From an optimization exercise on the open Yosys and OpenROAD flow, aimed at small area; shortcuts taken in it are not production practice.
In this exercise RTL edits were held to simulation tests only and were not proved equivalent to the original.
No driver is modelled on the clock port, so clock power and skew are understated where the tree is cut down; a real chip needs a root buffer or a tree.

rev 12:
Design guitar, start of the top module:
module guitar(
input clk,
input rst,
input start,
input [3:0]buttons,
output [6:0]seg7_neg_sign,
output [6:0]seg7_dig0,
output [6:0]seg7_dig1,
output [6:0]seg7_dig2,
output [6:0]num_to_hit,
output led
);
Size in the first run: roughly 230 cells after synthesis, about 43 I/O pins.
==> module delay, before the edit <==
module delay(clk, load, first, note, pressed, on_target, done, press);
input clk;
input load;
input first;
input note;
input pressed;
input on_target;
output done;
output [1:0] press;
reg [8:0] x;
assign done = (x[8:7] == 2'b10) && (x[5:0] == 6'b100100);
assign press = x[1:0];
always @(posedge clk)
begin
	if (load)
		x <= {4'b0010, ~first, 4'b1011};
	else if (note)
		x <= {x[7:1], on_target, pressed};
	else
		x <= {x[7:0], x[8] ^ x[4]};
end
endmodule
==> module guitar, before the edit <==
module guitar(
input clk,
input rst,
input start,
input [3:0]buttons,
output [6:0]seg7_neg_sign,
output [6:0]seg7_dig0,
output [6:0]seg7_dig1,
output [6:0]seg7_dig2,
output [6:0]num_to_hit,
output led
);
localparam START  = 3'd0,
           CHECK1 = 3'd1,    
           CHECK  = 3'd3,
           NOTE1  = 3'd2,
           NOTE   = 3'd6,
           NOTEX  = 3'd7,
           DELAY  = 3'd5,
           DONE   = 3'd4;
reg  [2:0] S;
reg  [2:0] NS;
reg  [6:0] notes;        
reg  [1:0] random;       
reg  [1:0] hit_num;      
wire [1:0] press;        
wire       bp;           
wire [6:0] y;            
wire       win_done;     
wire       del_end;      
wire is_check = (S == CHECK1) || (S == CHECK);
wire note01   = (S == NOTE1) || (S == NOTE);
wire win_en   = (S == NOTE) || (S == NOTEX) || (S == DELAY) || (S == CHECK);
wire last     = &notes;
assign led = (S == DONE) & notes[0];
reg  [3:0] lane;         
always @(*)
begin
	case (hit_num)
	2'b10:   lane = 4'b0001;
	2'b11:   lane = 4'b0010;
	2'b00:   lane = 4'b0100;
	default: lane = 4'b1000;
	endcase
end
rand_gen myrand(clk, (S == START) || (S == CHECK1), y);
time_to_hit my(clk, S == START, win_en, win_done);
delay mydelay(clk, S == NOTEX, notes == 7'd0, note01, ~&buttons, ~|(buttons & lane),
              del_end, press);
assign bp = press[0] & ((S == NOTE) || (S == NOTEX));
assign num_to_hit = {hit_num[1], ~hit_num[1] | hit_num[0], hit_num[0],
                     hit_num[1] & hit_num[0], ~hit_num[1] & ~hit_num[0], 1'b0,
                     hit_num[1] & hit_num[0]};
three_decimal_vals_w_neg mynum(clk, rst, bp, press[1], seg7_neg_sign, seg7_dig0, seg7_dig1, seg7_dig2);
always @(*)
begin
	case (S)
	START:  NS = start ? CHECK1 : START;
	CHECK1: NS = NOTE1;
	CHECK:  NS = last ? DONE : NOTE1;
	NOTE1:  NS = win_done ? NOTEX : NOTE;
	NOTE:   NS = (press[0] | win_done) ? NOTEX : NOTE;
	NOTEX:  NS = DELAY;
	DELAY:  NS = del_end ? CHECK : DELAY;
	default: NS = DONE;
	endcase
end
always @(posedge clk)
begin
	if (S == START)
		notes <= 7'd0;
	else if (S == CHECK)
		notes <= notes + 1'b1;
	else if (S == DONE)
		notes[0] <= 1'b1;
	if (is_check)
		random <= {y[0], ~y[1]};    
end
always @(posedge clk or negedge rst)
begin
	if (rst == 1'b0)
	begin
		S <= START;
		hit_num <= 2'b10;
	end
	else
	begin
		S <= NS;
		if (S == CHECK)
			hit_num <= random;
	end
end
endmodule
Settings: LEC_CHECK=0, CAP_MARGIN=20, CORE_MARGIN=2, CORE_UTILIZATION=40, SLEW_MARGIN=20; clock period 10.0 ns.
standard.sh (not shown) runs the stock make flow with config.mk's settings and CLKGATE_MAP_FILE= SYNTH_SCRIPT=/design/flow/synth_recipe.tcl, a recipe that flattens the netlist after the stock synthesis.
==> flow/flow/run.sh <==
#!/bin/bash
# Own layout flow: the standard synthesis, then its combinational logic re-mapped
# for area (registers and their names untouched), then the standard layout steps
# with the port buffers made of the smallest buffer cell and a one-buffer clock net.
set -euo pipefail
W=$(pwd)
R=$W/orfs/results/$FLOW_PLATFORM/guitar/base
LIB=$FLOW_HOME/platforms/$FLOW_PLATFORM/lib/sky130_fd_sc_hd__tt_025C_1v80.lib
YOSYS=$(command -v yosys || echo "$FLOW_HOME/../tools/install/yosys/bin/yosys")

bash standard.sh synth > "$W/flow_synth.log" 2>&1
cp "$R/1_2_yosys.v" "$W/standard_synth.v"

# several area re-maps (two scripts, four seeds each); the smallest is kept
mkdir -p "$W/reopt"
for script in area area2; do
  for seed in 1 2 3 4; do
    sed "s/SEED/$seed/" "$W/flow/$script.abc" > "$W/reopt/$script-$seed.abc"
    REOPT_LIB=$LIB REOPT_IN=$W/standard_synth.v REOPT_OUT=$W/reopt/$script-$seed.v \
      REOPT_ABC=$W/reopt/$script-$seed.abc timeout 600 \
      "$YOSYS" -c "$W/flow/reopt.tcl" > "$W/reopt/$script-$seed.log" 2>&1 &
  done
  wait
done
best=""
bestarea=""
for f in "$W"/reopt/*.v; do
  [[ -s "$f" && -s "$f.stat" ]] || continue
  a=$(awk '/Chip area for module .\\guitar/{print $NF}' "$f.stat" | tail -1)
  [[ -n "$a" ]] || continue
  if [[ -z "$bestarea" ]] || awk -v a="$a" -v b="$bestarea" 'BEGIN{exit !(a < b)}'; then
    best=$f
    bestarea=$a
  fi
done
echo "re-map kept: $best ($bestarea)" | tee "$W/flow_reopt.log"
cp "$best" "$W/reopt.v"

cp "$W/reopt.v" "$R/1_2_yosys.v"
rm -f "$R/1_synth.odb" "$R/1_synth.sdc"
touch "$R/1_2_yosys.v"

export BUFFER_PORTS_ARGS="-buffer_cell sky130_fd_sc_hd__buf_1"
# keep the shared tie cells of the synthesis
export SKIP_REPAIR_TIE_FANOUT=1
bash standard.sh place > "$W/flow_place.log" 2>&1

# clock distribution: one buffer (see clock.tcl) instead of the clock tree step
PLATFORM_DIR=$FLOW_HOME/platforms/$FLOW_PLATFORM CLK_BUF_CELL=sky130_fd_sc_hd__buf_6 CLK_BUF_COUNT=3 \
  FLOW_CLOCK_PORT=clk CLK_IN_ODB=$R/3_place.odb CLK_IN_SDC=$R/3_place.sdc \
  CLK_OUT_ODB=$R/4_1_cts.odb CLK_OUT_SDC=$W/clock.sdc \
  openroad -no_init -exit "$W/flow/clock.tcl" > "$W/flow_clock.log" 2>&1
cp "$R/4_1_cts.odb" "$R/4_cts.odb"
cp "$W/clock.sdc" "$R/4_cts.sdc"

bash standard.sh finish > "$W/flow_layout.log" 2>&1
Other scripts of this flow, unchanged in this note and not shown: flow/flow/area.abc, flow/flow/area2.abc, flow/flow/clock.tcl, flow/flow/reopt.tcl
Modified inputs, rev 13 compared to rev 12
diff --git a/flow/design.v b/flow/design.v
--- a/flow/design.v
+++ b/flow/design.v
@@ -109,30 +109,23 @@
 	if (init)
 		counter <= 9'd9;
 	else
 		counter <= inc[8:0] | {5'd0, inc[9], 1'b0, inc[9], 1'b0};
 end
 endmodule
-module delay(clk, load, first, note, pressed, on_target, done, press);
+module delay(clk, load, first, done);
 input clk;
 input load;
 input first;
-input note;
-input pressed;
-input on_target;
 output done;
-output [1:0] press;
 reg [8:0] x;
 assign done = (x[8:7] == 2'b10) && (x[5:0] == 6'b100100);
-assign press = x[1:0];
 always @(posedge clk)
 begin
 	if (load)
 		x <= {4'b0010, ~first, 4'b1011};
-	else if (note)
-		x <= {x[7:1], on_target, pressed};
 	else
 		x <= {x[7:0], x[8] ^ x[4]};
 end
 endmodule
 module guitar(
 input clk,
@@ -156,49 +149,47 @@
            DONE   = 3'd4;
 reg  [2:0] S;
 reg  [2:0] NS;
 reg  [6:0] notes;        
 reg  [1:0] random;       
 reg  [1:0] hit_num;      
-wire [1:0] press;        
-wire       bp;           
+reg        bp;           
+reg        bc;           
 wire [6:0] y;            
 wire       win_done;     
 wire       del_end;      
 wire is_check = (S == CHECK1) || (S == CHECK);
 wire note01   = (S == NOTE1) || (S == NOTE);
 wire win_en   = (S == NOTE) || (S == NOTEX) || (S == DELAY) || (S == CHECK);
 wire last     = &notes;
 assign led = (S == DONE) & notes[0];
+rand_gen myrand(clk, (S == START) || (S == CHECK1), y);
+time_to_hit my(clk, S == START, win_en, win_done);
+delay mydelay(clk, S == NOTEX, notes == 7'd0, del_end);
+assign num_to_hit = {hit_num[1], ~hit_num[1] | hit_num[0], hit_num[0],
+                     hit_num[1] & hit_num[0], ~hit_num[1] & ~hit_num[0], 1'b0,
+                     hit_num[1] & hit_num[0]};
 reg  [3:0] lane;         
 always @(*)
 begin
 	case (hit_num)
 	2'b10:   lane = 4'b0001;
 	2'b11:   lane = 4'b0010;
 	2'b00:   lane = 4'b0100;
 	default: lane = 4'b1000;
 	endcase
 end
-rand_gen myrand(clk, (S == START) || (S == CHECK1), y);
-time_to_hit my(clk, S == START, win_en, win_done);
-delay mydelay(clk, S == NOTEX, notes == 7'd0, note01, ~&buttons, ~|(buttons & lane),
-              del_end, press);
-assign bp = press[0] & ((S == NOTE) || (S == NOTEX));
-assign num_to_hit = {hit_num[1], ~hit_num[1] | hit_num[0], hit_num[0],
-                     hit_num[1] & hit_num[0], ~hit_num[1] & ~hit_num[0], 1'b0,
-                     hit_num[1] & hit_num[0]};
-three_decimal_vals_w_neg mynum(clk, rst, bp, press[1], seg7_neg_sign, seg7_dig0, seg7_dig1, seg7_dig2);
+three_decimal_vals_w_neg mynum(clk, rst, bp, bc, seg7_neg_sign, seg7_dig0, seg7_dig1, seg7_dig2);
 always @(*)
 begin
 	case (S)
 	START:  NS = start ? CHECK1 : START;
 	CHECK1: NS = NOTE1;
 	CHECK:  NS = last ? DONE : NOTE1;
-	NOTE1:  NS = win_done ? NOTEX : NOTE;
-	NOTE:   NS = (press[0] | win_done) ? NOTEX : NOTE;
+	NOTE1,
+	NOTE:   NS = (bp | win_done) ? NOTEX : NOTE;
 	NOTEX:  NS = DELAY;
 	DELAY:  NS = del_end ? CHECK : DELAY;
 	default: NS = DONE;
 	endcase
 end
 always @(posedge clk)
@@ -208,22 +199,25 @@
 	else if (S == CHECK)
 		notes <= notes + 1'b1;
 	else if (S == DONE)
 		notes[0] <= 1'b1;
 	if (is_check)
 		random <= {y[0], ~y[1]};    
+	bc <= ~|(buttons & lane);
 end
 always @(posedge clk or negedge rst)
 begin
 	if (rst == 1'b0)
 	begin
 		S <= START;
 		hit_num <= 2'b10;
+		bp <= 1'b0;
 	end
 	else
 	begin
 		S <= NS;
 		if (S == CHECK)
 			hit_num <= random;
-	end
-end
-endmodule
+		bp <= note01 & ~&buttons;
+	end
+end
+endmodule
Notes after the runs:
- Relative to rev 12, routed via count has gone down in rev 13.
- Post-route minimum period delta for rev 13 relative to rev 12: 0.27 ns lower
- Max post-layout instance count excluding filler cells across rev 12 and rev 13: rev 13
- Looking at sequential portion of the cell area across rev 12 and rev 13, the one that comes out lower is rev 12.
- On number of I/O port buffers, rev 12 and rev 13 are neck and neck.
- Where final wirelength is concerned, rev 12 is better than rev 13.
- Lower worst slew margin relative to its limit among rev 12 and rev 13: rev 13
- Relative to rev 12, the synthesized cell area measured on rev 13 has increased slightly.
- The logic depth of the worst register-to-register path reported for rev 13 is greater than that of rev 12 by 1.
- Of the two candidates, rev 12 has the better full die area and rev 13 the worse one.
- The wire length of the first global-routing pass number comes out lower for rev 12 vs rev 13.
- The final area reported for rev 13 is greater than that of rev 12 by 1.4%.
- Rev 13 -> rev 12: proportion of layout cells with a drive suffix above 1 flat
- Delta(fmax, rev 13 - rev 12) > 0
No run of this note takes its clock network from TritonCTS; it comes from the design's own scripts or RTL.

==> re-timing with driven ports <==
No port has a modelled driver above. Below, the same layouts with a new extraction and two added sets of constraints. Step 1 sets driving cells, clkbuf_16 on the clock port and buf_2 on the other inputs (assumed; they add their load-dependent delay and slew). Step 2 moves the port delays by t, midway between the first and last clock arrival at a register: inputs arrive t later, outputs are due t later. That takes back most of the time a late clock gives input paths. Three values: ideal ports, drivers, drivers and shift; two values: the first two.
run	shift t [ns]	setup slack, ns	clock arrival spread, ns	worst data-port slew with drivers (ns)
rev 12	0.177	5.859 / 5.809 / 5.987	0.007 / 0.007	0.03
rev 13	0.175	6.133 / 6.086 / 6.261	0.010 / 0.010	0.03
After both steps every run listed still meets setup and hold.
